Context: an optimization exercise on an open-source flow, tuned for small area, a short achievable clock period and few clock cycles. The choices shown serve that exercise and are no tape-out recipe.
RTL that was checked went through simulation tests only; none was proved equivalent to the original.
Function not checked in run 2: the RTL went through the layout flow alone.

**flow/run.sh**
```bash
#!/bin/bash
# synth_recipe.tcl (not shown) runs the flow's synth.tcl, then flattens the netlist and writes it again
# the make line also repeats each setting of config.mk as NAME=value (left out here)
make -C /OpenROAD-flow-scripts/flow DESIGN_CONFIG=/design/flow/config.mk WORK_HOME=/design/flow/orfs CLKGATE_MAP_FILE= SYNTH_SCRIPT=/design/flow/synth_recipe.tcl finish
```
**flow/config.mk**
```make
export PLATFORM = sky130hd
export DESIGN_NAME = PSE
export DESIGN_NICKNAME = PSE
export VERILOG_FILES = /design/flow/design.v
export SDC_FILE = /design/flow/constraint.sdc
export NUM_CORES = 4
export LEC_CHECK = 0
export ABC_AREA = 1
export CAP_MARGIN = 20
export CORE_MARGIN = 2
export CORE_UTILIZATION = 60
export SLEW_MARGIN = 60
```
**flow/constraint.sdc**
```tcl
create_clock -name core_clock -period 35.0 [get_ports {clk}]
set_input_delay 7.0000 -clock core_clock [delete_from_list [all_inputs] [get_ports {clk}]]
set_output_delay 7.0000 -clock core_clock [all_outputs]
set_load 0.01 [all_outputs]
```
**flow/design.v**
```verilog
module PSE (clk, reset, Xin, Yin, point_num, valid, Xout, Yout);
input clk;
input reset;
input [9:0] Xin;
input [9:0] Yin;
input [2:0] point_num;
output reg valid;
output reg [9:0] Xout;
output reg [9:0] Yout;
localparam ST_IN = 2'd0, ST_PAIR = 2'd1, ST_OUT = 2'd2, ST_GAP = 2'd3;
reg [1:0] st;
reg [2:0] nreg;      
reg [2:0] cnt;       
reg [1:0] len;       
reg [1:0] pos;       
reg [1:0] pc;        
reg [2:0] L0, L1, L2;
reg [5:1] asel;      
reg [4:1] bsel;      
reg [19:0] S0, S1, S2, S3, S4, S5;
wire [19:0] A = ({20{asel[1]}} & S1) | ({20{asel[2]}} & S2) | ({20{asel[3]}} & S3) |
                ({20{asel[4]}} & S4) | ({20{asel[5]}} & S5);
wire [19:0] B = ({20{bsel[1]}} & S1) | ({20{bsel[2]}} & S2) | ({20{bsel[3]}} & S3) |
                ({20{bsel[4]}} & S4);
wire [10:0] ax = {1'b0, A[19:10]} - {1'b0, S0[19:10]};
wire [10:0] ay = {1'b0, A[9:0]} - {1'b0, S0[9:0]};
wire [10:0] bx = {1'b0, B[19:10]} - {1'b0, S0[19:10]};
wire [10:0] by = {1'b0, B[9:0]} - {1'b0, S0[9:0]};
wire bef;    
pse_cmp cmp (.ax(ax), .ay(ay), .bx(bx), .by(by), .bef(bef));
wire [5:1] hi_oh = {nreg == 3'd6, nreg == 3'd5, nreg == 3'd4, nreg == 3'd3, 1'b0};
wire [5:1] lo_oh = {1'b0, nreg == 3'd6, nreg == 3'd5, nreg == 3'd4, nreg == 3'd3};
wire [2:0] ins = {1'b0, len} + 3'd1;
wire ins_act = (st == ST_IN) && (ins + 3'd3 <= nreg) && (ins < cnt);
wire at_end = (pos == len - 2'd1);
wire take_last = (st == ST_IN) && (cnt != 3'd0) && (cnt == nreg - 3'd1);
wire lrem = (pos != len);
wire prem = (pc != 2'd2);
wire last_out = ({1'b0, pos} + {1'b0, pc} == {1'b0, len} + 3'd1);   
wire [2:0] lp = (pos == 2'd0) ? L1 : L2;
wire [4:1] lp_oh = {1'b0, lp == 3'd3, lp == 3'd2, lp == 3'd1};
wire [4:1] l0_oh = {1'b0, L0 == 3'd3, L0 == 3'd2, L0 == 3'd1};
localparam NW = 9 + 2 + 2 + 2 + 5 + 4 + 2 + 1 + 1;
function [NW-1:0] nxt;
	input b;
	reg [2:0] n0, n1, n2;
	reg [1:0] nlen, npos, npc, nst;
	reg [5:1] nasel;
	reg [4:1] nbsel;
	reg nvalid, sela;
	reg [1:0] q;
	begin
		n0 = L0; n1 = L1; n2 = L2;
		nlen = len; npos = pos; npc = pc; nst = st;
		nasel = asel; nbsel = bsel; nvalid = 1'b0; sela = 1'b0;
		case (st)
			ST_IN: begin
				if (ins_act) begin
					if (b || at_end) begin
						q = b ? pos : pos + 2'd1;    
						if (q == 2'd0) n0 = ins;
						if (q == 2'd1) n1 = ins; else if (q < 2'd1) n1 = L0;
						if (q == 2'd2) n2 = ins; else if (q < 2'd2) n2 = L1;
						nlen = len + 2'd1;
						npos = 2'd0;
						nasel = {asel[4:1], 1'b0};
						nbsel = (q == 2'd0) ? asel[4:1] : l0_oh;
					end else begin
						npos = pos + 2'd1;
						nbsel = lp_oh;
					end
				end
				if (take_last) begin
					nst = ST_PAIR;
					nasel = hi_oh;
					nbsel = lo_oh[4:1];
				end
			end
			ST_PAIR: begin
				nvalid = 1'b1;
				nst = ST_OUT;
				npos = 2'd0;
				nasel = b ? hi_oh : lo_oh;
				nbsel = l0_oh;
			end
			ST_OUT: begin
				nvalid = 1'b1;
				sela = prem && (!lrem || b);
				if (sela) begin
					npc = pc + 2'd1;
					nasel = (hi_oh | lo_oh) & ~asel;
				end else begin
					npos = pos + 2'd1;
					nbsel = lp_oh;
				end
				if (last_out) nst = ST_GAP;
			end
			default: begin
				nst = ST_IN;
			end
		endcase
		nxt = {n0, n1, n2, nlen, npos, npc, nasel, nbsel, nst, nvalid, sela};
	end
endfunction
wire [NW-1:0] nx0 = nxt(1'b0);
wire [NW-1:0] nx1 = nxt(1'b1);
wire [NW-1:0] nx = bef ? nx1 : nx0;
wire sel_a = nx[0];
always @(posedge clk) begin
	if (st == ST_IN) begin
		case (cnt)
			3'd0: S0 <= {Xin, Yin};
			3'd1: S1 <= {Xin, Yin};
			3'd2: S2 <= {Xin, Yin};
			3'd3: S3 <= {Xin, Yin};
			3'd4: S4 <= {Xin, Yin};
			default: S5 <= {Xin, Yin};
		endcase
	end
	if (st == ST_PAIR)
		{Xout, Yout} <= S0;
	else
		{Xout, Yout} <= ({20{sel_a}} & A) | ({20{!sel_a}} & B);
	if (st == ST_IN && cnt == 3'd0) begin
		nreg <= point_num;
		len <= (point_num == 3'd3) ? 2'd0 : 2'd1;
		pos <= 2'd0;
		pc <= 2'd0;
		L0 <= 3'd1;
		asel <= 5'b00010;
		bsel <= 4'b0001;
	end else begin
		{L0, L1, L2, len, pos, pc, asel, bsel} <= nx[NW-1:4];
	end
end
always @(posedge clk) begin
	if (reset) begin
		st <= ST_IN;
		cnt <= 3'd0;
		valid <= 1'b0;
	end else begin
		st <= nx[3:2];
		valid <= nx[1];
		if (st == ST_IN) cnt <= cnt + 3'd1;
		else if (st == ST_GAP) cnt <= 3'd0;
	end
end
endmodule
module pse_cmp (ax, ay, bx, by, bef);
input [10:0] ax, ay, bx, by;
output bef;
wire ao1;
wire at2;
wire an3;
wire ap4;
wire ap5;
wire ap6;
wire ap7;
wire ap8;
wire ap9;
wire ap10;
wire ap11;
wire ap12;
wire ap13;
wire ap14;
wire ap15;
wire ao16;
wire at17;
wire an18;
wire ap19;
wire ap20;
wire ap21;
wire ap22;
wire ap23;
wire ap24;
wire ap25;
wire ap26;
wire ap27;
wire ap28;
wire ap29;
wire ap30;
wire ao31;
wire at32;
wire an33;
wire ap34;
wire ap35;
wire ap36;
wire ap37;
wire ap38;
wire ap39;
wire ap40;
wire ap41;
wire ap42;
wire ap43;
wire ap44;
wire ap45;
wire ao46;
wire at47;
wire an48;
wire ap49;
wire ap50;
wire ap51;
wire ap52;
wire ap53;
wire ap54;
wire ap55;
wire ap56;
wire ap57;
wire ap58;
wire ap59;
wire ap60;
wire ao61;
wire at62;
wire an63;
wire ap64;
wire ap65;
wire ap66;
wire ap67;
wire ap68;
wire ap69;
wire ap70;
wire ap71;
wire ap72;
wire ap73;
wire ap74;
wire ap75;
wire ao76;
wire at77;
wire an78;
wire ap79;
wire ap80;
wire ap81;
wire ap82;
wire ap83;
wire ap84;
wire ap85;
wire ap86;
wire ap87;
wire ap88;
wire ap89;
wire ap90;
wire bo91;
wire bt92;
wire bn93;
wire bp94;
wire bp95;
wire bp96;
wire bp97;
wire bp98;
wire bp99;
wire bp100;
wire bp101;
wire bp102;
wire bp103;
wire bp104;
wire bp105;
wire bo106;
wire bt107;
wire bn108;
wire bp109;
wire bp110;
wire bp111;
wire bp112;
wire bp113;
wire bp114;
wire bp115;
wire bp116;
wire bp117;
wire bp118;
wire bp119;
wire bp120;
wire bo121;
wire bt122;
wire bn123;
wire bp124;
wire bp125;
wire bp126;
wire bp127;
wire bp128;
wire bp129;
wire bp130;
wire bp131;
wire bp132;
wire bp133;
wire bp134;
wire bp135;
wire bo136;
wire bt137;
wire bn138;
wire bp139;
wire bp140;
wire bp141;
wire bp142;
wire bp143;
wire bp144;
wire bp145;
wire bp146;
wire bp147;
wire bp148;
wire bp149;
wire bp150;
wire bo151;
wire bt152;
wire bn153;
wire bp154;
wire bp155;
wire bp156;
wire bp157;
wire bp158;
wire bp159;
wire bp160;
wire bp161;
wire bp162;
wire bp163;
wire bp164;
wire bp165;
wire bo166;
wire bt167;
wire bn168;
wire bp169;
wire bp170;
wire bp171;
wire bp172;
wire bp173;
wire bp174;
wire bp175;
wire bp176;
wire bp177;
wire bp178;
wire bp179;
wire bp180;
wire k181;
wire k182;
wire k183;
wire k184;
wire k185;
wire k186;
wire s187;
wire c188;
wire s189;
wire c190;
wire s191;
wire c192;
wire s193;
wire c194;
wire s195;
wire c196;
wire s197;
wire c198;
wire s199;
wire c200;
wire s201;
wire c202;
wire s203;
wire c204;
wire s205;
wire c206;
wire s207;
wire c208;
wire s209;
wire c210;
wire s211;
wire c212;
wire s213;
wire c214;
wire s215;
wire c216;
wire s217;
wire c218;
wire s219;
wire c220;
wire s221;
wire c222;
wire s223;
wire c224;
wire s225;
wire c226;
wire s227;
wire c228;
wire s229;
wire c230;
wire s231;
wire c232;
wire s233;
wire c234;
wire s235;
wire c236;
wire s237;
wire c238;
wire s239;
wire c240;
wire s241;
wire c242;
wire s243;
wire c244;
wire s245;
wire c246;
wire s247;
wire c248;
wire s249;
wire c250;
wire s251;
wire c252;
wire s253;
wire c254;
wire s255;
wire c256;
wire s257;
wire c258;
wire s259;
wire c260;
wire s261;
wire c262;
wire s263;
wire c264;
wire s265;
wire c266;
wire s267;
wire c268;
wire s269;
wire c270;
wire s271;
wire c272;
wire s273;
wire c274;
wire s275;
wire c276;
wire s277;
wire c278;
wire s279;
wire c280;
wire s281;
wire c282;
wire s283;
wire c284;
wire s285;
wire c286;
wire s287;
wire c288;
wire s289;
wire c290;
wire s291;
wire c292;
wire s293;
wire c294;
wire s295;
wire c296;
wire s297;
wire c298;
wire s299;
wire c300;
wire s301;
wire c302;
wire s303;
wire c304;
wire s305;
wire c306;
wire s307;
wire c308;
wire s309;
wire c310;
wire s311;
wire c312;
wire s313;
wire c314;
wire s315;
wire c316;
wire s317;
wire c318;
wire s319;
wire c320;
wire s321;
wire c322;
wire s323;
wire c324;
wire s325;
wire c326;
wire s327;
wire c328;
wire s329;
wire c330;
wire s331;
wire c332;
wire s333;
wire c334;
wire s335;
wire c336;
wire s337;
wire c338;
wire s339;
wire c340;
wire s341;
wire c342;
wire s343;
wire c344;
wire s345;
wire c346;
wire s347;
wire c348;
wire s349;
wire c350;
wire s351;
wire c352;
wire s353;
wire c354;
wire s355;
wire c356;
wire s357;
wire c358;
wire s359;
wire c360;
wire s361;
wire c362;
wire s363;
wire c364;
wire s365;
wire c366;
wire s367;
wire c368;
wire s369;
wire c370;
wire s371;
wire c372;
wire s373;
wire c374;
wire s375;
wire c376;
wire s377;
wire c378;
wire s379;
wire c380;
wire s381;
wire c382;
wire s383;
wire c384;
wire s385;
wire c386;
wire s387;
wire c388;
wire s389;
wire c390;
wire s391;
wire c392;
wire s393;
wire c394;
wire s395;
wire c396;
wire s397;
wire c398;
wire s399;
wire c400;
wire s401;
wire c402;
wire s403;
wire c404;
wire s405;
wire c406;
wire s407;
wire c408;
wire s409;
wire c410;
wire s411;
wire c412;
wire s413;
wire c414;
wire s415;
wire c416;
wire s417;
wire c418;
wire s419;
wire c420;
wire s421;
wire c422;
wire s423;
wire c424;
wire s425;
wire c426;
wire s427;
wire c428;
wire s429;
wire c430;
wire s431;
wire c432;
wire s433;
wire c434;
wire s435;
wire c436;
wire s437;
wire c438;
wire s439;
wire c440;
wire s441;
wire c442;
wire s443;
wire c444;
wire s445;
wire c446;
wire s447;
wire c448;
wire s449;
wire c450;
wire s451;
wire c452;
wire s453;
wire c454;
wire s455;
wire c456;
wire s457;
wire c458;
wire s459;
wire c460;
assign ao1 = ax[0] ^ 1'b0;
assign at2 = (ax[1] & ~ax[0] & ~1'b0) | (~ax[1] & ax[0] & 1'b0);
assign an3 = ax[1];
assign ap4 = ((ao1 & by[0]) | (at2 & 1'b0)) ^ an3;
assign ap5 = ((ao1 & by[1]) | (at2 & by[0])) ^ an3;
assign ap6 = ((ao1 & by[2]) | (at2 & by[1])) ^ an3;
assign ap7 = ((ao1 & by[3]) | (at2 & by[2])) ^ an3;
assign ap8 = ((ao1 & by[4]) | (at2 & by[3])) ^ an3;
assign ap9 = ((ao1 & by[5]) | (at2 & by[4])) ^ an3;
assign ap10 = ((ao1 & by[6]) | (at2 & by[5])) ^ an3;
assign ap11 = ((ao1 & by[7]) | (at2 & by[6])) ^ an3;
assign ap12 = ((ao1 & by[8]) | (at2 & by[7])) ^ an3;
assign ap13 = ((ao1 & by[9]) | (at2 & by[8])) ^ an3;
assign ap14 = ((ao1 & by[10]) | (at2 & by[9])) ^ an3;
assign ap15 = ~(((ao1 & by[10]) | (at2 & by[10])) ^ an3);
assign ao16 = ax[2] ^ ax[1];
assign at17 = (ax[3] & ~ax[2] & ~ax[1]) | (~ax[3] & ax[2] & ax[1]);
assign an18 = ax[3];
assign ap19 = ((ao16 & by[0]) | (at17 & 1'b0)) ^ an18;
assign ap20 = ((ao16 & by[1]) | (at17 & by[0])) ^ an18;
assign ap21 = ((ao16 & by[2]) | (at17 & by[1])) ^ an18;
assign ap22 = ((ao16 & by[3]) | (at17 & by[2])) ^ an18;
assign ap23 = ((ao16 & by[4]) | (at17 & by[3])) ^ an18;
assign ap24 = ((ao16 & by[5]) | (at17 & by[4])) ^ an18;
assign ap25 = ((ao16 & by[6]) | (at17 & by[5])) ^ an18;
assign ap26 = ((ao16 & by[7]) | (at17 & by[6])) ^ an18;
assign ap27 = ((ao16 & by[8]) | (at17 & by[7])) ^ an18;
assign ap28 = ((ao16 & by[9]) | (at17 & by[8])) ^ an18;
assign ap29 = ((ao16 & by[10]) | (at17 & by[9])) ^ an18;
assign ap30 = ~(((ao16 & by[10]) | (at17 & by[10])) ^ an18);
assign ao31 = ax[4] ^ ax[3];
assign at32 = (ax[5] & ~ax[4] & ~ax[3]) | (~ax[5] & ax[4] & ax[3]);
assign an33 = ax[5];
assign ap34 = ((ao31 & by[0]) | (at32 & 1'b0)) ^ an33;
assign ap35 = ((ao31 & by[1]) | (at32 & by[0])) ^ an33;
assign ap36 = ((ao31 & by[2]) | (at32 & by[1])) ^ an33;
assign ap37 = ((ao31 & by[3]) | (at32 & by[2])) ^ an33;
assign ap38 = ((ao31 & by[4]) | (at32 & by[3])) ^ an33;
assign ap39 = ((ao31 & by[5]) | (at32 & by[4])) ^ an33;
assign ap40 = ((ao31 & by[6]) | (at32 & by[5])) ^ an33;
assign ap41 = ((ao31 & by[7]) | (at32 & by[6])) ^ an33;
assign ap42 = ((ao31 & by[8]) | (at32 & by[7])) ^ an33;
assign ap43 = ((ao31 & by[9]) | (at32 & by[8])) ^ an33;
assign ap44 = ((ao31 & by[10]) | (at32 & by[9])) ^ an33;
assign ap45 = ~(((ao31 & by[10]) | (at32 & by[10])) ^ an33);
assign ao46 = ax[6] ^ ax[5];
assign at47 = (ax[7] & ~ax[6] & ~ax[5]) | (~ax[7] & ax[6] & ax[5]);
assign an48 = ax[7];
assign ap49 = ((ao46 & by[0]) | (at47 & 1'b0)) ^ an48;
assign ap50 = ((ao46 & by[1]) | (at47 & by[0])) ^ an48;
assign ap51 = ((ao46 & by[2]) | (at47 & by[1])) ^ an48;
assign ap52 = ((ao46 & by[3]) | (at47 & by[2])) ^ an48;
assign ap53 = ((ao46 & by[4]) | (at47 & by[3])) ^ an48;
assign ap54 = ((ao46 & by[5]) | (at47 & by[4])) ^ an48;
assign ap55 = ((ao46 & by[6]) | (at47 & by[5])) ^ an48;
assign ap56 = ((ao46 & by[7]) | (at47 & by[6])) ^ an48;
assign ap57 = ((ao46 & by[8]) | (at47 & by[7])) ^ an48;
assign ap58 = ((ao46 & by[9]) | (at47 & by[8])) ^ an48;
assign ap59 = ((ao46 & by[10]) | (at47 & by[9])) ^ an48;
assign ap60 = ~(((ao46 & by[10]) | (at47 & by[10])) ^ an48);
assign ao61 = ax[8] ^ ax[7];
assign at62 = (ax[9] & ~ax[8] & ~ax[7]) | (~ax[9] & ax[8] & ax[7]);
assign an63 = ax[9];
assign ap64 = ((ao61 & by[0]) | (at62 & 1'b0)) ^ an63;
assign ap65 = ((ao61 & by[1]) | (at62 & by[0])) ^ an63;
assign ap66 = ((ao61 & by[2]) | (at62 & by[1])) ^ an63;
assign ap67 = ((ao61 & by[3]) | (at62 & by[2])) ^ an63;
assign ap68 = ((ao61 & by[4]) | (at62 & by[3])) ^ an63;
assign ap69 = ((ao61 & by[5]) | (at62 & by[4])) ^ an63;
assign ap70 = ((ao61 & by[6]) | (at62 & by[5])) ^ an63;
assign ap71 = ((ao61 & by[7]) | (at62 & by[6])) ^ an63;
assign ap72 = ((ao61 & by[8]) | (at62 & by[7])) ^ an63;
assign ap73 = ((ao61 & by[9]) | (at62 & by[8])) ^ an63;
assign ap74 = ((ao61 & by[10]) | (at62 & by[9])) ^ an63;
assign ap75 = ~(((ao61 & by[10]) | (at62 & by[10])) ^ an63);
assign ao76 = ax[10] ^ ax[9];
assign at77 = (ax[10] & ~ax[10] & ~ax[9]) | (~ax[10] & ax[10] & ax[9]);
assign an78 = ax[10];
assign ap79 = ((ao76 & by[0]) | (at77 & 1'b0)) ^ an78;
assign ap80 = ((ao76 & by[1]) | (at77 & by[0])) ^ an78;
assign ap81 = ((ao76 & by[2]) | (at77 & by[1])) ^ an78;
assign ap82 = ((ao76 & by[3]) | (at77 & by[2])) ^ an78;
assign ap83 = ((ao76 & by[4]) | (at77 & by[3])) ^ an78;
assign ap84 = ((ao76 & by[5]) | (at77 & by[4])) ^ an78;
assign ap85 = ((ao76 & by[6]) | (at77 & by[5])) ^ an78;
assign ap86 = ((ao76 & by[7]) | (at77 & by[6])) ^ an78;
assign ap87 = ((ao76 & by[8]) | (at77 & by[7])) ^ an78;
assign ap88 = ((ao76 & by[9]) | (at77 & by[8])) ^ an78;
assign ap89 = ((ao76 & by[10]) | (at77 & by[9])) ^ an78;
assign ap90 = ~(((ao76 & by[10]) | (at77 & by[10])) ^ an78);
assign bo91 = ay[0] ^ 1'b0;
assign bt92 = (ay[1] & ~ay[0] & ~1'b0) | (~ay[1] & ay[0] & 1'b0);
assign bn93 = ~ay[1];
assign bp94 = ((bo91 & bx[0]) | (bt92 & 1'b0)) ^ bn93;
assign bp95 = ((bo91 & bx[1]) | (bt92 & bx[0])) ^ bn93;
assign bp96 = ((bo91 & bx[2]) | (bt92 & bx[1])) ^ bn93;
assign bp97 = ((bo91 & bx[3]) | (bt92 & bx[2])) ^ bn93;
assign bp98 = ((bo91 & bx[4]) | (bt92 & bx[3])) ^ bn93;
assign bp99 = ((bo91 & bx[5]) | (bt92 & bx[4])) ^ bn93;
assign bp100 = ((bo91 & bx[6]) | (bt92 & bx[5])) ^ bn93;
assign bp101 = ((bo91 & bx[7]) | (bt92 & bx[6])) ^ bn93;
assign bp102 = ((bo91 & bx[8]) | (bt92 & bx[7])) ^ bn93;
assign bp103 = ((bo91 & bx[9]) | (bt92 & bx[8])) ^ bn93;
assign bp104 = ((bo91 & bx[10]) | (bt92 & bx[9])) ^ bn93;
assign bp105 = ~(((bo91 & bx[10]) | (bt92 & bx[10])) ^ bn93);
assign bo106 = ay[2] ^ ay[1];
assign bt107 = (ay[3] & ~ay[2] & ~ay[1]) | (~ay[3] & ay[2] & ay[1]);
assign bn108 = ~ay[3];
assign bp109 = ((bo106 & bx[0]) | (bt107 & 1'b0)) ^ bn108;
assign bp110 = ((bo106 & bx[1]) | (bt107 & bx[0])) ^ bn108;
assign bp111 = ((bo106 & bx[2]) | (bt107 & bx[1])) ^ bn108;
assign bp112 = ((bo106 & bx[3]) | (bt107 & bx[2])) ^ bn108;
assign bp113 = ((bo106 & bx[4]) | (bt107 & bx[3])) ^ bn108;
assign bp114 = ((bo106 & bx[5]) | (bt107 & bx[4])) ^ bn108;
assign bp115 = ((bo106 & bx[6]) | (bt107 & bx[5])) ^ bn108;
assign bp116 = ((bo106 & bx[7]) | (bt107 & bx[6])) ^ bn108;
assign bp117 = ((bo106 & bx[8]) | (bt107 & bx[7])) ^ bn108;
assign bp118 = ((bo106 & bx[9]) | (bt107 & bx[8])) ^ bn108;
assign bp119 = ((bo106 & bx[10]) | (bt107 & bx[9])) ^ bn108;
assign bp120 = ~(((bo106 & bx[10]) | (bt107 & bx[10])) ^ bn108);
assign bo121 = ay[4] ^ ay[3];
assign bt122 = (ay[5] & ~ay[4] & ~ay[3]) | (~ay[5] & ay[4] & ay[3]);
assign bn123 = ~ay[5];
assign bp124 = ((bo121 & bx[0]) | (bt122 & 1'b0)) ^ bn123;
assign bp125 = ((bo121 & bx[1]) | (bt122 & bx[0])) ^ bn123;
assign bp126 = ((bo121 & bx[2]) | (bt122 & bx[1])) ^ bn123;
assign bp127 = ((bo121 & bx[3]) | (bt122 & bx[2])) ^ bn123;
assign bp128 = ((bo121 & bx[4]) | (bt122 & bx[3])) ^ bn123;
assign bp129 = ((bo121 & bx[5]) | (bt122 & bx[4])) ^ bn123;
assign bp130 = ((bo121 & bx[6]) | (bt122 & bx[5])) ^ bn123;
assign bp131 = ((bo121 & bx[7]) | (bt122 & bx[6])) ^ bn123;
assign bp132 = ((bo121 & bx[8]) | (bt122 & bx[7])) ^ bn123;
assign bp133 = ((bo121 & bx[9]) | (bt122 & bx[8])) ^ bn123;
assign bp134 = ((bo121 & bx[10]) | (bt122 & bx[9])) ^ bn123;
assign bp135 = ~(((bo121 & bx[10]) | (bt122 & bx[10])) ^ bn123);
assign bo136 = ay[6] ^ ay[5];
assign bt137 = (ay[7] & ~ay[6] & ~ay[5]) | (~ay[7] & ay[6] & ay[5]);
assign bn138 = ~ay[7];
assign bp139 = ((bo136 & bx[0]) | (bt137 & 1'b0)) ^ bn138;
assign bp140 = ((bo136 & bx[1]) | (bt137 & bx[0])) ^ bn138;
assign bp141 = ((bo136 & bx[2]) | (bt137 & bx[1])) ^ bn138;
assign bp142 = ((bo136 & bx[3]) | (bt137 & bx[2])) ^ bn138;
assign bp143 = ((bo136 & bx[4]) | (bt137 & bx[3])) ^ bn138;
assign bp144 = ((bo136 & bx[5]) | (bt137 & bx[4])) ^ bn138;
assign bp145 = ((bo136 & bx[6]) | (bt137 & bx[5])) ^ bn138;
assign bp146 = ((bo136 & bx[7]) | (bt137 & bx[6])) ^ bn138;
assign bp147 = ((bo136 & bx[8]) | (bt137 & bx[7])) ^ bn138;
assign bp148 = ((bo136 & bx[9]) | (bt137 & bx[8])) ^ bn138;
assign bp149 = ((bo136 & bx[10]) | (bt137 & bx[9])) ^ bn138;
assign bp150 = ~(((bo136 & bx[10]) | (bt137 & bx[10])) ^ bn138);
assign bo151 = ay[8] ^ ay[7];
assign bt152 = (ay[9] & ~ay[8] & ~ay[7]) | (~ay[9] & ay[8] & ay[7]);
assign bn153 = ~ay[9];
assign bp154 = ((bo151 & bx[0]) | (bt152 & 1'b0)) ^ bn153;
assign bp155 = ((bo151 & bx[1]) | (bt152 & bx[0])) ^ bn153;
assign bp156 = ((bo151 & bx[2]) | (bt152 & bx[1])) ^ bn153;
assign bp157 = ((bo151 & bx[3]) | (bt152 & bx[2])) ^ bn153;
assign bp158 = ((bo151 & bx[4]) | (bt152 & bx[3])) ^ bn153;
assign bp159 = ((bo151 & bx[5]) | (bt152 & bx[4])) ^ bn153;
assign bp160 = ((bo151 & bx[6]) | (bt152 & bx[5])) ^ bn153;
assign bp161 = ((bo151 & bx[7]) | (bt152 & bx[6])) ^ bn153;
assign bp162 = ((bo151 & bx[8]) | (bt152 & bx[7])) ^ bn153;
assign bp163 = ((bo151 & bx[9]) | (bt152 & bx[8])) ^ bn153;
assign bp164 = ((bo151 & bx[10]) | (bt152 & bx[9])) ^ bn153;
assign bp165 = ~(((bo151 & bx[10]) | (bt152 & bx[10])) ^ bn153);
assign bo166 = ay[10] ^ ay[9];
assign bt167 = (ay[10] & ~ay[10] & ~ay[9]) | (~ay[10] & ay[10] & ay[9]);
assign bn168 = ~ay[10];
assign bp169 = ((bo166 & bx[0]) | (bt167 & 1'b0)) ^ bn168;
assign bp170 = ((bo166 & bx[1]) | (bt167 & bx[0])) ^ bn168;
assign bp171 = ((bo166 & bx[2]) | (bt167 & bx[1])) ^ bn168;
assign bp172 = ((bo166 & bx[3]) | (bt167 & bx[2])) ^ bn168;
assign bp173 = ((bo166 & bx[4]) | (bt167 & bx[3])) ^ bn168;
assign bp174 = ((bo166 & bx[5]) | (bt167 & bx[4])) ^ bn168;
assign bp175 = ((bo166 & bx[6]) | (bt167 & bx[5])) ^ bn168;
assign bp176 = ((bo166 & bx[7]) | (bt167 & bx[6])) ^ bn168;
assign bp177 = ((bo166 & bx[8]) | (bt167 & bx[7])) ^ bn168;
assign bp178 = ((bo166 & bx[9]) | (bt167 & bx[8])) ^ bn168;
assign bp179 = ((bo166 & bx[10]) | (bt167 & bx[9])) ^ bn168;
assign bp180 = ~(((bo166 & bx[10]) | (bt167 & bx[10])) ^ bn168);
assign k181 = ~bp171;
assign k182 = ~bp171;
assign k183 = ~bp174;
assign k184 = ~bp176;
assign k185 = ~bp178;
assign k186 = ~bp180;
assign s187 = ap14 ^ ap27;
assign c188 = ap14 & ap27;
assign s189 = ap10 ^ ap23;
assign c190 = ap10 & ap23;
assign s191 = ap12 ^ ap25 ^ ap38;
assign c192 = (ap12 & ap25) | (ap12 & ap38) | (ap25 & ap38);
assign s193 = ap51 ^ ap64;
assign c194 = ap51 & ap64;
assign s195 = ap13 ^ ap26 ^ ap39;
assign c196 = (ap13 & ap26) | (ap13 & ap39) | (ap26 & ap39);
assign s197 = ap52 ^ ap65;
assign c198 = ap52 & ap65;
assign s199 = s187 ^ ap40 ^ ap53;
assign c200 = (s187 & ap40) | (s187 & ap53) | (ap40 & ap53);
assign s201 = ap66 ^ ap79 ^ an78;
assign c202 = (ap66 & ap79) | (ap66 & an78) | (ap79 & an78);
assign s203 = bp104 ^ bp117 ^ bp130;
assign c204 = (bp104 & bp117) | (bp104 & bp130) | (bp117 & bp130);
assign s205 = c188 ^ ap15 ^ ap28;
assign c206 = (c188 & ap15) | (c188 & ap28) | (ap15 & ap28);
assign s207 = ap41 ^ ap54 ^ ap67;
assign c208 = (ap41 & ap54) | (ap41 & ap67) | (ap54 & ap67);
assign s209 = ap80 ^ bp105 ^ bp118;
assign c210 = (ap80 & bp105) | (ap80 & bp118) | (bp105 & bp118);
assign s211 = bp131 ^ bp144;
assign c212 = bp131 & bp144;
assign s213 = ap29 ^ ap42 ^ ap55;
assign c214 = (ap29 & ap42) | (ap29 & ap55) | (ap42 & ap55);
assign s215 = ap68 ^ ap81 ^ bp119;
assign c216 = (ap68 & ap81) | (ap68 & bp119) | (ap81 & bp119);
assign s217 = bp132 ^ bp145;
assign c218 = bp132 & bp145;
assign s219 = ap30 ^ ap43 ^ ap56;
assign c220 = (ap30 & ap43) | (ap30 & ap56) | (ap43 & ap56);
assign s221 = ap69 ^ ap82 ^ bp120;
assign c222 = (ap69 & ap82) | (ap69 & bp120) | (ap82 & bp120);
assign s223 = bp133 ^ bp146;
assign c224 = bp133 & bp146;
assign s225 = ap44 ^ ap57 ^ ap70;
assign c226 = (ap44 & ap57) | (ap44 & ap70) | (ap57 & ap70);
assign s227 = ap83 ^ bp134;
assign c228 = ap83 & bp134;
assign s229 = ap45 ^ ap58;
assign c230 = ap45 & ap58;
assign s231 = ap8 ^ ap21 ^ ap34;
assign c232 = (ap8 & ap21) | (ap8 & ap34) | (ap21 & ap34);
assign s233 = ap9 ^ ap22;
assign c234 = ap9 & ap22;
assign s235 = s189 ^ ap36 ^ ap49;
assign c236 = (s189 & ap36) | (s189 & ap49) | (ap36 & ap49);
assign s237 = an48 ^ bp100 ^ bp113;
assign c238 = (an48 & bp100) | (an48 & bp113) | (bp100 & bp113);
assign s239 = c190 ^ ap11 ^ ap24;
assign c240 = (c190 & ap11) | (c190 & ap24) | (ap11 & ap24);
assign s241 = ap37 ^ ap50 ^ bp101;
assign c242 = (ap37 & ap50) | (ap37 & bp101) | (ap50 & bp101);
assign s243 = bp114 ^ bp127;
assign c244 = bp114 & bp127;
assign s245 = s191 ^ s193 ^ an63;
assign c246 = (s191 & s193) | (s191 & an63) | (s193 & an63);
assign s247 = bp102 ^ bp115 ^ bp128;
assign c248 = (bp102 & bp115) | (bp102 & bp128) | (bp115 & bp128);
assign s249 = bp141 ^ bp154 ^ bn153;
assign c250 = (bp141 & bp154) | (bp141 & bn153) | (bp154 & bn153);
assign s251 = c192 ^ c194 ^ s195;
assign c252 = (c192 & c194) | (c192 & s195) | (c194 & s195);
assign s253 = s197 ^ bp103 ^ bp116;
assign c254 = (s197 & bp103) | (s197 & bp116) | (bp103 & bp116);
assign s255 = bp129 ^ bp142 ^ bp155;
assign c256 = (bp129 & bp142) | (bp129 & bp155) | (bp142 & bp155);
assign s257 = c196 ^ c198 ^ s199;
assign c258 = (c196 & c198) | (c196 & s199) | (c198 & s199);
assign s259 = s201 ^ s203 ^ bp143;
assign c260 = (s201 & s203) | (s201 & bp143) | (s203 & bp143);
assign s261 = bp156 ^ bp169 ^ bn168;
assign c262 = (bp156 & bp169) | (bp156 & bn168) | (bp169 & bn168);
assign s263 = c200 ^ c202 ^ c204;
assign c264 = (c200 & c202) | (c200 & c204) | (c202 & c204);
assign s265 = s205 ^ s207 ^ s209;
assign c266 = (s205 & s207) | (s205 & s209) | (s207 & s209);
assign s267 = s211 ^ bp157 ^ bp170;
assign c268 = (s211 & bp157) | (s211 & bp170) | (bp157 & bp170);
assign s269 = c206 ^ c208 ^ c210;
assign c270 = (c206 & c208) | (c206 & c210) | (c208 & c210);
assign s271 = c212 ^ s213 ^ s215;
assign c272 = (c212 & s213) | (c212 & s215) | (s213 & s215);
assign s273 = s217 ^ bp158 ^ k181;
assign c274 = (s217 & bp158) | (s217 & k181) | (bp158 & k181);
assign s275 = c214 ^ c216 ^ c218;
assign c276 = (c214 & c216) | (c214 & c218) | (c216 & c218);
assign s277 = s219 ^ s221 ^ s223;
assign c278 = (s219 & s221) | (s219 & s223) | (s221 & s223);
assign s279 = bp159 ^ bp172 ^ k182;
assign c280 = (bp159 & bp172) | (bp159 & k182) | (bp172 & k182);
assign s281 = c220 ^ c222 ^ c224;
assign c282 = (c220 & c222) | (c220 & c224) | (c222 & c224);
assign s283 = s225 ^ s227 ^ bp147;
assign c284 = (s225 & s227) | (s225 & bp147) | (s227 & bp147);
assign s285 = bp160 ^ bp173 ^ bp171;
assign c286 = (bp160 & bp173) | (bp160 & bp171) | (bp173 & bp171);
assign s287 = c226 ^ c228 ^ s229;
assign c288 = (c226 & c228) | (c226 & s229) | (c228 & s229);
assign s289 = ap71 ^ ap84 ^ bp135;
assign c290 = (ap71 & ap84) | (ap71 & bp135) | (ap84 & bp135);
assign s291 = bp148 ^ bp161 ^ k183;
assign c292 = (bp148 & bp161) | (bp148 & k183) | (bp161 & k183);
assign s293 = c230 ^ ap59 ^ ap72;
assign c294 = (c230 & ap59) | (c230 & ap72) | (ap59 & ap72);
assign s295 = ap85 ^ bp149 ^ bp162;
assign c296 = (ap85 & bp149) | (ap85 & bp162) | (bp149 & bp162);
assign s297 = bp175 ^ bp174;
assign c298 = bp175 & bp174;
assign s299 = ap60 ^ ap73 ^ ap86;
assign c300 = (ap60 & ap73) | (ap60 & ap86) | (ap73 & ap86);
assign s301 = bp150 ^ bp163;
assign c302 = bp150 & bp163;
assign s303 = ap74 ^ ap87;
assign c304 = ap74 & ap87;
assign s305 = ap6 ^ ap19 ^ an18;
assign c306 = (ap6 & ap19) | (ap6 & an18) | (ap19 & an18);
assign s307 = ap7 ^ ap20;
assign c308 = ap7 & ap20;
assign s309 = s231 ^ an33 ^ bp98;
assign c310 = (s231 & an33) | (s231 & bp98) | (an33 & bp98);
assign s311 = bp111 ^ bp124;
assign c312 = bp111 & bp124;
assign s313 = c232 ^ s233 ^ ap35;
assign c314 = (c232 & s233) | (c232 & ap35) | (s233 & ap35);
assign s315 = bp99 ^ bp112 ^ bp125;
assign c316 = (bp99 & bp112) | (bp99 & bp125) | (bp112 & bp125);
assign s317 = c234 ^ s235 ^ s237;
assign c318 = (c234 & s235) | (c234 & s237) | (s235 & s237);
assign s319 = bp126 ^ bp139 ^ bn138;
assign c320 = (bp126 & bp139) | (bp126 & bn138) | (bp139 & bn138);
assign s321 = c236 ^ c238 ^ s239;
assign c322 = (c236 & c238) | (c236 & s239) | (c238 & s239);
assign s323 = s241 ^ s243 ^ bp140;
assign c324 = (s241 & s243) | (s241 & bp140) | (s243 & bp140);
assign s325 = c240 ^ c242 ^ c244;
assign c326 = (c240 & c242) | (c240 & c244) | (c242 & c244);
assign s327 = s245 ^ s247 ^ s249;
assign c328 = (s245 & s247) | (s245 & s249) | (s247 & s249);
assign s329 = c246 ^ c248 ^ c250;
assign c330 = (c246 & c248) | (c246 & c250) | (c248 & c250);
assign s331 = s251 ^ s253 ^ s255;
assign c332 = (s251 & s253) | (s251 & s255) | (s253 & s255);
assign s333 = c252 ^ c254 ^ c256;
assign c334 = (c252 & c254) | (c252 & c256) | (c254 & c256);
assign s335 = s257 ^ s259 ^ s261;
assign c336 = (s257 & s259) | (s257 & s261) | (s259 & s261);
assign s337 = c258 ^ c260 ^ c262;
assign c338 = (c258 & c260) | (c258 & c262) | (c260 & c262);
assign s339 = s263 ^ s265 ^ s267;
assign c340 = (s263 & s265) | (s263 & s267) | (s265 & s267);
assign s341 = c264 ^ c266 ^ c268;
assign c342 = (c264 & c266) | (c264 & c268) | (c266 & c268);
assign s343 = s269 ^ s271 ^ s273;
assign c344 = (s269 & s271) | (s269 & s273) | (s271 & s273);
assign s345 = c270 ^ c272 ^ c274;
assign c346 = (c270 & c272) | (c270 & c274) | (c272 & c274);
assign s347 = s275 ^ s277 ^ s279;
assign c348 = (s275 & s277) | (s275 & s279) | (s277 & s279);
assign s349 = c276 ^ c278 ^ c280;
assign c350 = (c276 & c278) | (c276 & c280) | (c278 & c280);
assign s351 = s281 ^ s283 ^ s285;
assign c352 = (s281 & s283) | (s281 & s285) | (s283 & s285);
assign s353 = c282 ^ c284 ^ c286;
assign c354 = (c282 & c284) | (c282 & c286) | (c284 & c286);
assign s355 = s287 ^ s289 ^ s291;
assign c356 = (s287 & s289) | (s287 & s291) | (s289 & s291);
assign s357 = c288 ^ c290 ^ c292;
assign c358 = (c288 & c290) | (c288 & c292) | (c290 & c292);
assign s359 = s293 ^ s295 ^ s297;
assign c360 = (s293 & s295) | (s293 & s297) | (s295 & s297);
assign s361 = c294 ^ c296 ^ c298;
assign c362 = (c294 & c296) | (c294 & c298) | (c296 & c298);
assign s363 = s299 ^ s301 ^ k184;
assign c364 = (s299 & s301) | (s299 & k184) | (s301 & k184);
assign s365 = c300 ^ c302 ^ s303;
assign c366 = (c300 & c302) | (c300 & s303) | (c302 & s303);
assign s367 = bp164 ^ bp177 ^ bp176;
assign c368 = (bp164 & bp177) | (bp164 & bp176) | (bp177 & bp176);
assign s369 = c304 ^ ap75 ^ ap88;
assign c370 = (c304 & ap75) | (c304 & ap88) | (ap75 & ap88);
assign s371 = bp165 ^ k185;
assign c372 = bp165 & k185;
assign s373 = ap89 ^ bp179;
assign c374 = ap89 & bp179;
assign s375 = ap4 ^ an3;
assign c376 = ap4 & an3;
assign s377 = s305 ^ bp96;
assign c378 = s305 & bp96;
assign s379 = c306 ^ s307 ^ bp97;
assign c380 = (c306 & s307) | (c306 & bp97) | (s307 & bp97);
assign s381 = c308 ^ s309 ^ s311;
assign c382 = (c308 & s309) | (c308 & s311) | (s309 & s311);
assign s383 = c310 ^ c312 ^ s313;
assign c384 = (c310 & c312) | (c310 & s313) | (c312 & s313);
assign s385 = c314 ^ c316 ^ s317;
assign c386 = (c314 & c316) | (c314 & s317) | (c316 & s317);
assign s387 = c318 ^ c320 ^ s321;
assign c388 = (c318 & c320) | (c318 & s321) | (c320 & s321);
assign s389 = c322 ^ c324 ^ s325;
assign c390 = (c322 & c324) | (c322 & s325) | (c324 & s325);
assign s391 = c326 ^ c328 ^ s329;
assign c392 = (c326 & c328) | (c326 & s329) | (c328 & s329);
assign s393 = c330 ^ c332 ^ s333;
assign c394 = (c330 & c332) | (c330 & s333) | (c332 & s333);
assign s395 = c334 ^ c336 ^ s337;
assign c396 = (c334 & c336) | (c334 & s337) | (c336 & s337);
assign s397 = c338 ^ c340 ^ s341;
assign c398 = (c338 & c340) | (c338 & s341) | (c340 & s341);
assign s399 = c342 ^ c344 ^ s345;
assign c400 = (c342 & c344) | (c342 & s345) | (c344 & s345);
assign s401 = c346 ^ c348 ^ s349;
assign c402 = (c346 & c348) | (c346 & s349) | (c348 & s349);
assign s403 = c350 ^ c352 ^ s353;
assign c404 = (c350 & c352) | (c350 & s353) | (c352 & s353);
assign s405 = c354 ^ c356 ^ s357;
assign c406 = (c354 & c356) | (c354 & s357) | (c356 & s357);
assign s407 = c358 ^ c360 ^ s361;
assign c408 = (c358 & c360) | (c358 & s361) | (c360 & s361);
assign s409 = c362 ^ c364 ^ s365;
assign c410 = (c362 & c364) | (c362 & s365) | (c364 & s365);
assign s411 = c366 ^ c368 ^ s369;
assign c412 = (c366 & c368) | (c366 & s369) | (c368 & s369);
assign s413 = c370 ^ c372 ^ s373;
assign c414 = (c370 & c372) | (c370 & s373) | (c372 & s373);
assign s415 = c374 ^ ap90;
assign c416 = c374 & ap90;
assign s417 = s375 ^ bp94;
assign c418 = s375 & bp94;
assign s419 = c376 ^ ap5 ^ bp95;
assign c420 = (c376 & ap5) | (c376 & bp95) | (ap5 & bp95);
assign s421 = s377 ^ bp109 ^ bn108;
assign c422 = (s377 & bp109) | (s377 & bn108) | (bp109 & bn108);
assign s423 = c378 ^ s379 ^ bp110;
assign c424 = (c378 & s379) | (c378 & bp110) | (s379 & bp110);
assign s425 = c380 ^ s381 ^ bn123;
assign c426 = (c380 & s381) | (c380 & bn123) | (s381 & bn123);
assign s427 = c382 ^ s383 ^ s315;
assign c428 = (c382 & s383) | (c382 & s315) | (s383 & s315);
assign s429 = c384 ^ s385 ^ s319;
assign c430 = (c384 & s385) | (c384 & s319) | (s385 & s319);
assign s431 = c386 ^ s387 ^ s323;
assign c432 = (c386 & s387) | (c386 & s323) | (s387 & s323);
assign s433 = c388 ^ s389 ^ s327;
assign c434 = (c388 & s389) | (c388 & s327) | (s389 & s327);
assign s435 = c390 ^ s391 ^ s331;
assign c436 = (c390 & s391) | (c390 & s331) | (s391 & s331);
assign s437 = c392 ^ s393 ^ s335;
assign c438 = (c392 & s393) | (c392 & s335) | (s393 & s335);
assign s439 = c394 ^ s395 ^ s339;
assign c440 = (c394 & s395) | (c394 & s339) | (s395 & s339);
assign s441 = c396 ^ s397 ^ s343;
assign c442 = (c396 & s397) | (c396 & s343) | (s397 & s343);
assign s443 = c398 ^ s399 ^ s347;
assign c444 = (c398 & s399) | (c398 & s347) | (s399 & s347);
assign s445 = c400 ^ s401 ^ s351;
assign c446 = (c400 & s401) | (c400 & s351) | (s401 & s351);
assign s447 = c402 ^ s403 ^ s355;
assign c448 = (c402 & s403) | (c402 & s355) | (s403 & s355);
assign s449 = c404 ^ s405 ^ s359;
assign c450 = (c404 & s405) | (c404 & s359) | (s405 & s359);
assign s451 = c406 ^ s407 ^ s363;
assign c452 = (c406 & s407) | (c406 & s363) | (s407 & s363);
assign s453 = c408 ^ s409 ^ s367;
assign c454 = (c408 & s409) | (c408 & s367) | (s409 & s367);
assign s455 = c410 ^ s411 ^ s371;
assign c456 = (c410 & s411) | (c410 & s371) | (s411 & s371);
assign s457 = c412 ^ s413 ^ bp178;
assign c458 = (c412 & s413) | (c412 & bp178) | (s413 & bp178);
assign s459 = c414 ^ s415 ^ k186;
assign c460 = (c414 & s415) | (c414 & k186) | (s415 & k186);
wire [21:0] r1 = {c458, c456, c454, c452, c450, c448, c446, c444, c442, c440, c438, c436, c434, c432, c430, c428, c426, c424, c422, c420, c418, s417};
wire [21:0] r2 = {s459, s457, s455, s453, s451, s449, s447, s445, s443, s441, s439, s437, s435, s433, s431, s429, s427, s425, s423, s421, s419, bn93};
wire [21:0] sum = r1 + r2;
assign bef = sum[21];
endmodule
```
==> metrics.cfg, run 1 <==
[routing]
detail_route.wirelength.met1_um = 19300
detail_route.first_pass.iterations = 6
via_per_instance_ratio = 5.84
met3RoutedLength_um = 3250
dr_wl_met2_um = 22200
routed-via-count = 14000
wire_per_inst_um = 19.5
routed_wirelength_um = 46700
drt_first_iter_violations = 1339
detail-route-antenna-nets = 0
routed.top_layer = met4
number_of_drc_violations_after_detailed_routing = 0

[placed_design]
post_placement_cell_area_mm2 = 0.0173
place_hpwl_um = 35800
dp.cells = 2356
gp_congestion = 1.00
portBuffers = 45

[clocking]
cts_setup_buffers = 0
post_cts_hold_buffer_count = 0
ctsLongestPathBuffers = 2
clock_sink_count = 173
cts_made_buffers = 17
cts.root.buffer_cell = sky130_fd_sc_hd__clkbuf_16
clkSlewWorstSetupHoldPaths_ps = 80
cts_tree = done
htreeDepth = 4
clkLatencyLatePin_ps = 440
cts_repair_resize_count = 0

[floorplan]
fp-row-count = 60
die_y_um = 170
floorplan.io_pins = 46
start_util_pct = 61.1
die_width_um = 170
dieArea_mm2 = 0.0288
design.core.area_mm2 = 0.0270

[layout]
fin_nets = 2282
post_layout_nonfiller_instances = 2391
antennaDiodeCount = 0
drive_above_1_share_pct = 6.73
final.fill_count = 2362
final_area_mm2 = 0.0179
final_util_pct = 66.5
flow.area_growth_from_synthesis_pct = 8.82

[critical_path]
criticalPathCategory = reg -> reg
crit_path_max_incr_delay_ps = 760
cp_slowest_cell = sky130_fd_sc_hd__fa_1
arrival_ps = 9000
worstSetupEndpointType = register
worst_ep_required_time_ps = 35140
critPathLaunchType = register
worst-path-max-fanout = 24

[flow_run]
maxCapViolations = 0

[status]
run_status = no timing/DRC/antenna violations

[grt]
initial_antenna_violation_count = 0
grt.total_usage_pct = 32.7
grt_overflow_total = 0
first_global_vias = 13200
first_pass_grt_wire_length_um = 71900
maximum_number_of_pins_on_one_net_before_global_route_repair = 39

[timing]
totalNegativeSetupSlack_ps = 0
report.final.hold_viol_count = 0
timing.final.setup_violations = 0
slew-limit-headroom_pct = 58.4
worst_slew_pin_slew_ps = 617
rsz0062_at_grt = no
min_period_ps = 8850
max_freq_mhz = 113
clock-skew-final_ps = 16.9
timing_max_transition_violations_final = 0
period_share_pct = 25.3

[synthesis]
synth.top_cell.area_share_pct = 23.9
synth_area_per_cell_um2 = 8.15
netlist_instances = 2021
synth_seq_area_share_pct = 29.0
yosysUniqueCellTypes = 57
synth_fp_nets = 2266
number_of_synthesis_warnings = 1
netlist.top_cell.by_area = sky130_fd_sc_hd__edfxtp_1
synth_seq_cells = 173
yosys-top-cells-area = sky130_fd_sc_hd__edfxtp_1 (24%), sky130_fd_sc_hd__fa_1 (14%), sky130_fd_sc_hd__nand2_1 (9.1%)
synth_area_mm2 = 0.0165

[min_path]
class_of_the_most_critical_hold_timing_path = reg -> reg

-- final timing paths --
kind / start / end / slack [ps] / cells after the start
min reg2reg: pc[0]$_SDFFE_PP0P_ / pc[0]$_SDFFE_PP0P_ / 490 / 1
min: pc[0]$_SDFFE_PP0P_ / pc[0]$_SDFFE_PP0P_ / 490 / 1
max: asel[4]$_SDFFE_PP0P_ / L2[2]$_DFFE_PP_ / 26150 / 34
max reg2reg: asel[4]$_SDFFE_PP0P_ / L2[2]$_DFFE_PP_ / 26150 / 34
-- synthesized netlist by cell type, drive strengths merged --
cell type  count
inv          360
dfxtp         42
a221oi         4
xnor2         19
o221ai         1
o211ai         9
xor2         115
mux2i          1
o31ai          2
a21o           1
nand3b         5
and2           1
nor3          11
o21a           3
nand3         84
nand2        417
clkbuf        42
nand4         10
a21oi         97
a21boi         1
a22o          19
o2111ai        1
fa           112
o21bai         6
o22ai        105
o32ai          1
nand2b         1
a31oi          8
edfxtp       131
a32oi          1
ha           108
a22oi          1
o21ai        136
or2           12
clkinv         8
a211oi         4
buf           27
nor4           1
a31o           2
and3          20
nor2          92
-- stage by stage --
stage                     setup WS (ps)  hold slack (ps)
final                             26150              487
after CTS                         26120              491
after global placement            25720              465
after global routing              25750              522
after detailed placement          26200              471
after floorplan                   27460              447
-- logic make-up (layout without fill, tap and decap cells) --
| family | Yosys count | count (layout) | share of synthesized area (%) |
|---|---|---|---|
| buffers and inverters | 437 | 466 | 10.4 |
| adder cells (fa/ha/maj) | 220 | 220 | 21.8 |
| multiplexers | 1 | 1 | 0.0608 |
| XOR/XNOR | 134 | 134 | 7.17 |
| AND/OR/NAND/NOR | 654 | 654 | 17.1 |
| AO/OA/AOI/OAI | 402 | 402 | 14.5 |
| flip-flops | 173 | 173 | 29.0 |
-- metal layers --
layer / GRT usage [%] / vias up
li1: - / 6662
met1: 42.3 / 6567
met2: 54.7 / 609
met3: 4.90 / 133
met4: 14.7 / 0
met5: 0 / -
-- worst max-delay path: cells and delay by family, from the launching register on --
kind	cells	cell delay, ps
AOI/OAI and AO/OA	2	440
xor gates and xnor gates	1	450
adders and majority gates	8	3780
buffers and inverters	9	1110
DFF	1	310
and+or+nand+nor	14	2450
-- sequential cells by signal, indices dropped and copies added, names as in the netlist, 10 cells and up --
register / cells
S0: 20
S1: 20
S2: 20
S3: 20
S4: 20
S5: 20
Xout: 10
Yout: 10
-- layout make-up --
cell class                      count  area (µm²)  share of cell area [%]
Sequential cell                   173        4770                    26.6
Multi-Input combinational cell   1411       10100                    56.3
Clock inverter                     15         210                    1.17
Tap cell                          341         427                    2.38
Inverter                          368        1380                    7.72
Timing Repair Buffer               66         613                    3.42
Clock buffer                       17         425                    2.37
-- cells in the final DEF (no fill, tap or decap), types with 4 or more instances in the layout --
cell type	n
sky130_fd_sc_hd__xnor2_1	15
sky130_fd_sc_hd__clkinv_8	5
sky130_fd_sc_hd__nor3_1	9
sky130_fd_sc_hd__o21bai_1	5
sky130_fd_sc_hd__buf_4	17
sky130_fd_sc_hd__nor2_4	4
sky130_fd_sc_hd__a221oi_1	4
sky130_fd_sc_hd__o21ai_1	23
sky130_fd_sc_hd__fa_1	111
sky130_fd_sc_hd__edfxtp_1	131
sky130_fd_sc_hd__nand4_1	10
sky130_fd_sc_hd__nand3b_1	5
sky130_fd_sc_hd__dfxtp_1	42
sky130_fd_sc_hd__a22o_1	19
sky130_fd_sc_hd__and3_1	20
sky130_fd_sc_hd__o211ai_1	9
sky130_fd_sc_hd__inv_2	17
sky130_fd_sc_hd__xor2_1	114
sky130_fd_sc_hd__inv_8	5
sky130_fd_sc_hd__or2_2	11
sky130_fd_sc_hd__ha_1	107
sky130_fd_sc_hd__nor2_1	86
sky130_fd_sc_hd__a21oi_1	97
sky130_fd_sc_hd__a31oi_1	8
sky130_fd_sc_hd__inv_1	343
sky130_fd_sc_hd__nand2_2	17
sky130_fd_sc_hd__o21ai_2	11
sky130_fd_sc_hd__nand3_2	5
sky130_fd_sc_hd__nand3_1	79
sky130_fd_sc_hd__clkbuf_16	17
sky130_fd_sc_hd__nand2_4	4
sky130_fd_sc_hd__nand2_1	396
sky130_fd_sc_hd__clkdlybuf4s50_1	45
sky130_fd_sc_hd__o21ai_0	101
sky130_fd_sc_hd__o22ai_1	104
sky130_fd_sc_hd__clkinv_1	6
Testbench counts, summed over its fixed seeds: cycles 31,902.
==> inputs of run 2 (changes only) <==
--- a/flow/design.v
+++ b/flow/design.v
@@ -329,14 +329,14 @@
 wire bp178;
 wire bp179;
 wire bp180;
-wire k181;
-wire k182;
+wire s181;
+wire c182;
 wire k183;
 wire k184;
 wire k185;
 wire k186;
-wire s187;
-wire c188;
+wire k187;
+wire k188;
 wire s189;
 wire c190;
 wire s191;
@@ -789,14 +789,14 @@
 assign bp178 = ((bo166 & bx[9]) | (bt167 & bx[8])) ^ bn168;
 assign bp179 = ((bo166 & bx[10]) | (bt167 & bx[9])) ^ bn168;
 assign bp180 = ~(((bo166 & bx[10]) | (bt167 & bx[10])) ^ bn168);
-assign k181 = ~bp171;
-assign k182 = ~bp171;
-assign k183 = ~bp174;
-assign k184 = ~bp176;
-assign k185 = ~bp178;
-assign k186 = ~bp180;
-assign s187 = ap14 ^ ap27;
-assign c188 = ap14 & ap27;
+assign s181 = an78 ^ bn168;
+assign c182 = an78 & bn168;
+assign k183 = ~bp171;
+assign k184 = ~bp171;
+assign k185 = ~bp174;
+assign k186 = ~bp176;
+assign k187 = ~bp178;
+assign k188 = ~bp180;
 assign s189 = ap10 ^ ap23;
 assign c190 = ap10 & ap23;
 assign s191 = ap12 ^ ap25 ^ ap38;
@@ -807,20 +807,20 @@
 assign c196 = (ap13 & ap26) | (ap13 & ap39) | (ap26 & ap39);
 assign s197 = ap52 ^ ap65;
 assign c198 = ap52 & ap65;
-assign s199 = s187 ^ ap40 ^ ap53;
-assign c200 = (s187 & ap40) | (s187 & ap53) | (ap40 & ap53);
-assign s201 = ap66 ^ ap79 ^ an78;
-assign c202 = (ap66 & ap79) | (ap66 & an78) | (ap79 & an78);
+assign s199 = ap14 ^ ap27 ^ ap40;
+assign c200 = (ap14 & ap27) | (ap14 & ap40) | (ap27 & ap40);
+assign s201 = ap53 ^ ap66 ^ ap79;
+assign c202 = (ap53 & ap66) | (ap53 & ap79) | (ap66 & ap79);
 assign s203 = bp104 ^ bp117 ^ bp130;
 assign c204 = (bp104 & bp117) | (bp104 & bp130) | (bp117 & bp130);
-assign s205 = c188 ^ ap15 ^ ap28;
-assign c206 = (c188 & ap15) | (c188 & ap28) | (ap15 & ap28);
-assign s207 = ap41 ^ ap54 ^ ap67;
-assign c208 = (ap41 & ap54) | (ap41 & ap67) | (ap54 & ap67);
-assign s209 = ap80 ^ bp105 ^ bp118;
-assign c210 = (ap80 & bp105) | (ap80 & bp118) | (bp105 & bp118);
-assign s211 = bp131 ^ bp144;
-assign c212 = bp131 & bp144;
+assign s205 = ap15 ^ ap28 ^ ap41;
+assign c206 = (ap15 & ap28) | (ap15 & ap41) | (ap28 & ap41);
+assign s207 = ap54 ^ ap67 ^ ap80;
+assign c208 = (ap54 & ap67) | (ap54 & ap80) | (ap67 & ap80);
+assign s209 = bp105 ^ bp118 ^ bp131;
+assign c210 = (bp105 & bp118) | (bp105 & bp131) | (bp118 & bp131);
+assign s211 = bp144 ^ bp157;
+assign c212 = bp144 & bp157;
 assign s213 = ap29 ^ ap42 ^ ap55;
 assign c214 = (ap29 & ap42) | (ap29 & ap55) | (ap42 & ap55);
 assign s215 = ap68 ^ ap81 ^ bp119;
@@ -869,26 +869,26 @@
 assign c258 = (c196 & c198) | (c196 & s199) | (c198 & s199);
 assign s259 = s201 ^ s203 ^ bp143;
 assign c260 = (s201 & s203) | (s201 & bp143) | (s203 & bp143);
-assign s261 = bp156 ^ bp169 ^ bn168;
-assign c262 = (bp156 & bp169) | (bp156 & bn168) | (bp169 & bn168);
+assign s261 = bp156 ^ bp169 ^ s181;
+assign c262 = (bp156 & bp169) | (bp156 & s181) | (bp169 & s181);
 assign s263 = c200 ^ c202 ^ c204;
 assign c264 = (c200 & c202) | (c200 & c204) | (c202 & c204);
 assign s265 = s205 ^ s207 ^ s209;
 assign c266 = (s205 & s207) | (s205 & s209) | (s207 & s209);
-assign s267 = s211 ^ bp157 ^ bp170;
-assign c268 = (s211 & bp157) | (s211 & bp170) | (bp157 & bp170);
+assign s267 = s211 ^ bp170 ^ c182;
+assign c268 = (s211 & bp170) | (s211 & c182) | (bp170 & c182);
 assign s269 = c206 ^ c208 ^ c210;
 assign c270 = (c206 & c208) | (c206 & c210) | (c208 & c210);
 assign s271 = c212 ^ s213 ^ s215;
 assign c272 = (c212 & s213) | (c212 & s215) | (s213 & s215);
-assign s273 = s217 ^ bp158 ^ k181;
-assign c274 = (s217 & bp158) | (s217 & k181) | (bp158 & k181);
+assign s273 = s217 ^ bp158 ^ k183;
+assign c274 = (s217 & bp158) | (s217 & k183) | (bp158 & k183);
 assign s275 = c214 ^ c216 ^ c218;
 assign c276 = (c214 & c216) | (c214 & c218) | (c216 & c218);
 assign s277 = s219 ^ s221 ^ s223;
 assign c278 = (s219 & s221) | (s219 & s223) | (s221 & s223);
-assign s279 = bp159 ^ bp172 ^ k182;
-assign c280 = (bp159 & bp172) | (bp159 & k182) | (bp172 & k182);
+assign s279 = bp159 ^ bp172 ^ k184;
+assign c280 = (bp159 & bp172) | (bp159 & k184) | (bp172 & k184);
 assign s281 = c220 ^ c222 ^ c224;
 assign c282 = (c220 & c222) | (c220 & c224) | (c222 & c224);
 assign s283 = s225 ^ s227 ^ bp147;
@@ -899,8 +899,8 @@
 assign c288 = (c226 & c228) | (c226 & s229) | (c228 & s229);
 assign s289 = ap71 ^ ap84 ^ bp135;
 assign c290 = (ap71 & ap84) | (ap71 & bp135) | (ap84 & bp135);
-assign s291 = bp148 ^ bp161 ^ k183;
-assign c292 = (bp148 & bp161) | (bp148 & k183) | (bp161 & k183);
+assign s291 = bp148 ^ bp161 ^ k185;
+assign c292 = (bp148 & bp161) | (bp148 & k185) | (bp161 & k185);
 assign s293 = c230 ^ ap59 ^ ap72;
 assign c294 = (c230 & ap59) | (c230 & ap72) | (ap59 & ap72);
 assign s295 = ap85 ^ bp149 ^ bp162;
@@ -971,16 +971,16 @@
 assign c360 = (s293 & s295) | (s293 & s297) | (s295 & s297);
 assign s361 = c294 ^ c296 ^ c298;
 assign c362 = (c294 & c296) | (c294 & c298) | (c296 & c298);
-assign s363 = s299 ^ s301 ^ k184;
-assign c364 = (s299 & s301) | (s299 & k184) | (s301 & k184);
+assign s363 = s299 ^ s301 ^ k186;
+assign c364 = (s299 & s301) | (s299 & k186) | (s301 & k186);
 assign s365 = c300 ^ c302 ^ s303;
 assign c366 = (c300 & c302) | (c300 & s303) | (c302 & s303);
 assign s367 = bp164 ^ bp177 ^ bp176;
 assign c368 = (bp164 & bp177) | (bp164 & bp176) | (bp177 & bp176);
 assign s369 = c304 ^ ap75 ^ ap88;
 assign c370 = (c304 & ap75) | (c304 & ap88) | (ap75 & ap88);
-assign s371 = bp165 ^ k185;
-assign c372 = bp165 & k185;
+assign s371 = bp165 ^ k187;
+assign c372 = bp165 & k187;
 assign s373 = ap89 ^ bp179;
 assign c374 = ap89 & bp179;
 assign s375 = ap4 ^ an3;
@@ -1067,8 +1067,8 @@
 assign c456 = (c410 & s411) | (c410 & s371) | (s411 & s371);
 assign s457 = c412 ^ s413 ^ bp178;
 assign c458 = (c412 & s413) | (c412 & bp178) | (s413 & bp178);
-assign s459 = c414 ^ s415 ^ k186;
-assign c460 = (c414 & s415) | (c414 & k186) | (s415 & k186);
+assign s459 = c414 ^ s415 ^ k188;
+assign c460 = (c414 & s415) | (c414 & k188) | (s415 & k188);
 wire [21:0] r1 = {c458, c456, c454, c452, c450, c448, c446, c444, c442, c440, c438, c436, c434, c432, c430, c428, c426, c424, c422, c420, c418, s417};
 wire [21:0] r2 = {s459, s457, s455, s453, s451, s449, s447, s445, s443, s441, s439, s437, s435, s433, s431, s429, s427, s425, s423, s421, s419, bn93};
 wire [21:0] sum = r1 + r2;
--- a/flow/config.mk
+++ b/flow/config.mk
@@ -6,7 +6,7 @@
 export NUM_CORES = 4
 export LEC_CHECK = 0
 export ABC_AREA = 1
-export CAP_MARGIN = 20
+export CAP_MARGIN = 60
 export CORE_MARGIN = 2
 export CORE_UTILIZATION = 60
 export SLEW_MARGIN = 60
==> metrics.cfg, run 2 <==
[grt]
maximum_number_of_pins_on_one_net_before_global_route_repair = 30  ; -23%
first_global_vias = 14100  ; +6.7%
grt_overflow_total = 0  ; unchanged
initial_antenna_violation_count = 0  ; unchanged

[timing]
slew-limit-headroom_pct = 55.9  ; -2.5 points
timing_max_transition_violations_final = 0  ; unchanged
report.final.hold_viol_count = 0  ; unchanged
timing.final.setup_violations = 0  ; unchanged
clock-skew-final_ps = 15.2  ; -1.68 ps
totalNegativeSetupSlack_ps = 0  ; unchanged
rsz0062_at_grt = no
worst_slew_pin_slew_ps = 654  ; +36.9 ps

[clocking]
cts_made_buffers = 17  ; unchanged
post_cts_hold_buffer_count = 0  ; unchanged
cts_repair_resize_count = 0  ; unchanged
cts.root.buffer_cell = sky130_fd_sc_hd__clkbuf_16
cts_tree = done
ctsLongestPathBuffers = 2  ; unchanged
htreeDepth = 4  ; unchanged
clkLatencyLatePin_ps = 430  ; about the same

[synthesis]
largest_family_of_logic_cells_by_synthesized_area = adder cells
ys.flop_type = sky130_fd_sc_hd__edfxtp_1
synth_compound_area_share_pct = 12.8  ; -1.7 points
synth_enable_flop_cells = 131  ; unchanged
yosysUniqueCellTypes = 57  ; unchanged
synthXorXnorAreaFrac_pct = 6.49  ; -0.68 points
synth_seq_cells = 173  ; unchanged
synth_area_per_cell_um2 = 7.92  ; -2.9%
synth_seq_area_share_pct = 28.5  ; -0.51 points
cell_with_the_most_instances_after_synthesis = sky130_fd_sc_hd__nand2_1
number_of_synthesis_warnings = 1  ; unchanged
synth_commonest_cells = sky130_fd_sc_hd__nand2_1 (511), sky130_fd_sc_hd__inv_1 (358), sky130_fd_sc_hd__edfxtp_1 (131), sky130_fd_sc_hd__nand3_1 (122), sky130_fd_sc_hd__fa_1 (114)
netlist.top_cell.by_area = sky130_fd_sc_hd__edfxtp_1
share_of_flip_flops_with_an_asynchronous_set_or_reset_pct = 0  ; unchanged
synthesized_area_fraction_occupied_by_and_or_nand_nor_cells_pct = 20.0  ; +3.0 points
synth_area_mm2 = 0.0168  ; +1.8%
synth.top_cell.area_share_pct = 23.5  ; -0.42 points
netlist_instances = 2118  ; +4.8%

[critical_path]
worstSetupEndpointType = register
criticalPathCategory = reg -> reg
timing.critical_path.from = asel[1]$_SDFFE_PP0P_
path_depth_of_the_worst_reg2reg_path = 42  ; +24%
worst_ep_required_time_ps = 35320  ; +180 ps
arrival_ps = 9580  ; +580 ps
worstReg2RegEnd = Xout[1]$_DFF_P_
reg2reg_from = asel[1]$_SDFFE_PP0P_
setup.worst_path.end = Xout[1]$_DFF_P_
crit_path_max_incr_delay_ps = 550  ; -210 ps

[layout]
post_layout_nonfiller_instances = 2514  ; +5.1%
most_common_cell_after_layout_fill_and_taps_aside = sky130_fd_sc_hd__nand2_1
layout_common_cells = sky130_fd_sc_hd__nand2_1 (508), sky130_fd_sc_hd__inv_1 (353), sky130_fd_sc_hd__edfxtp_1 (131), sky130_fd_sc_hd__nand3_1 (122), sky130_fd_sc_hd__fa_1 (113)
antennaDiodeCount = 0  ; unchanged

[floorplan]
start_util_pct = 60.7  ; -0.43 points
fp-row-count = 61  ; +1.7%
die_y_um = 171  ; +0.88%
die_width_um = 171  ; +0.88%
dieArea_mm2 = 0.0293  ; +1.8%

[routing]
detail-route-antenna-nets = 0  ; unchanged
routed_wirelength_um = 47700  ; +2.1%
detail_route.first_pass.iterations = 6  ; unchanged
routed-via-count = 14500  ; +3.5%
number_of_drc_violations_after_detailed_routing = 0  ; unchanged

[status]
run_status = no timing/DRC/antenna violations

[placed_design]
gp_congestion = 0.976  ; -2.5%
place_hpwl_um = 36800  ; +2.8%

[flow_run]
maxCapViolations = 0  ; unchanged

==> run 2: cell count changes after synthesis, moves of 5 or more <==
cell / before / now
sky130_fd_sc_hd__o21ai_0: 103 / 87
sky130_fd_sc_hd__nand2_1: 400 / 511
sky130_fd_sc_hd__o21ai_2: 10 / 2
sky130_fd_sc_hd__xor2_1: 114 / 97
sky130_fd_sc_hd__buf_2: 15 / 10
sky130_fd_sc_hd__a21oi_1: 97 / 90
sky130_fd_sc_hd__o21ai_1: 22 / 5
sky130_fd_sc_hd__clkbuf_1: 42 / 54
sky130_fd_sc_hd__nand4_1: 10 / 5
sky130_fd_sc_hd__nand3_1: 79 / 122
sky130_fd_sc_hd__buf_4: 7 / 1
sky130_fd_sc_hd__inv_1: 347 / 358
==> run 2: stage by stage <==
step           hold WS, ps  utilization (%)  setup WS, ps  instance area (µm²)
2_1_floorplan          442                -         27460                16800
3_3_place_gp           456             63.2         25590                17500
3_5_place_dp           465             63.5         25950                17500
4_1_cts                481             65.6         25890                18100
5_1_grt                503             65.7         25170                18200
6_report               480             65.7         25740                18200
==> run 2: kinds of logic (layout without fill, tap and decap cells) <==
kind of cell,count (synthesis),after routing
and+or+nand+nor,796,796
DFF,173,173
muxes,1,1
buffers and inverters,450,468
xor gates and xnor gates,117,117
AOI/OAI and AO/OA,359,359
adders and majority gates,222,222
==> run 2: final cells by class <==
| cell class | count | area (µm²) | share of cell area, % |
|---|---|---|---|
| multi-input combinational | 1495 | 10300 | 56.9 |
| sequential | 173 | 4780 | 26.4 |
| inverter | 374 | 1410 | 7.75 |
| timing repair buffer | 63 | 583 | 3.21 |
| tap | 378 | 473 | 2.61 |
| clock buffer | 17 | 425 | 2.34 |
| clock inverter | 14 | 149 | 0.820 |
==> run 2: how the worst min path moves through the flow <==
stage,startpoint,to,cells after the start
after CTS,S0[12]$_DFFE_PP_,Xout[2]$_DFF_P_,2
after detailed placement,S0[12]$_DFFE_PP_,Xout[2]$_DFF_P_,2
after global routing,S0[12]$_DFFE_PP_,Xout[2]$_DFF_P_,2
after global placement,S0[2]$_DFFE_PP_,Yout[2]$_DFF_P_,2
after floorplan,S0[13]$_DFFE_PP_,Xout[3]$_DFF_P_,2
final,S0[19]$_DFFE_PP_,Xout[9]$_DFF_P_,2
==> run 2: critical path, delay by kind of cell (launching register included) <==
| kind | cells | cell delay (ps) |
|---|---|---|
| AOI/OAI and AO/OA | 5 | 920 |
| xor gates and xnor gates | 1 | 290 |
| DFF | 1 | 370 |
| adders and majority gates | 7 | 3070 |
| buffers and inverters | 8 | 1360 |
| and+or+nand+nor | 21 | 3090 |
==> run 2: metal layers <==
layer / share of wire [%] / track usage [%]
met3: 7.4 / 4.19
met1: 40 / 43.1
met5: 0 / 0
met2: 47 / 55.7
met4: 5.0 / 16.9

re-timing with driven ports:
How much do the figures lean on ideal ports? The routed layouts below were timed once more, with nothing changed but the port constraints.
Step 1 assumes that a clkbuf_16 drives the clock port and a buf_2 every other input.
Step 2, shift: input delay + t, output delay - t, t = (earliest + latest rising clock arrival at the registers) / 2. This alone moves slack from input paths to output paths.
a / b / c = no drivers / after step 1 / after step 2; a / b = the first two.
run	t (ns)	setup WS [ns]	clock arrival spread, ns	pins driven straight from the clock port
run 1	0.473	26.148 / 26.148 / 26.148	0.017 / 0.017	1
run 2	0.470	25.742 / 25.742 / 25.742	0.016 / 0.015	1
After both steps setup and hold are still met in every run listed.
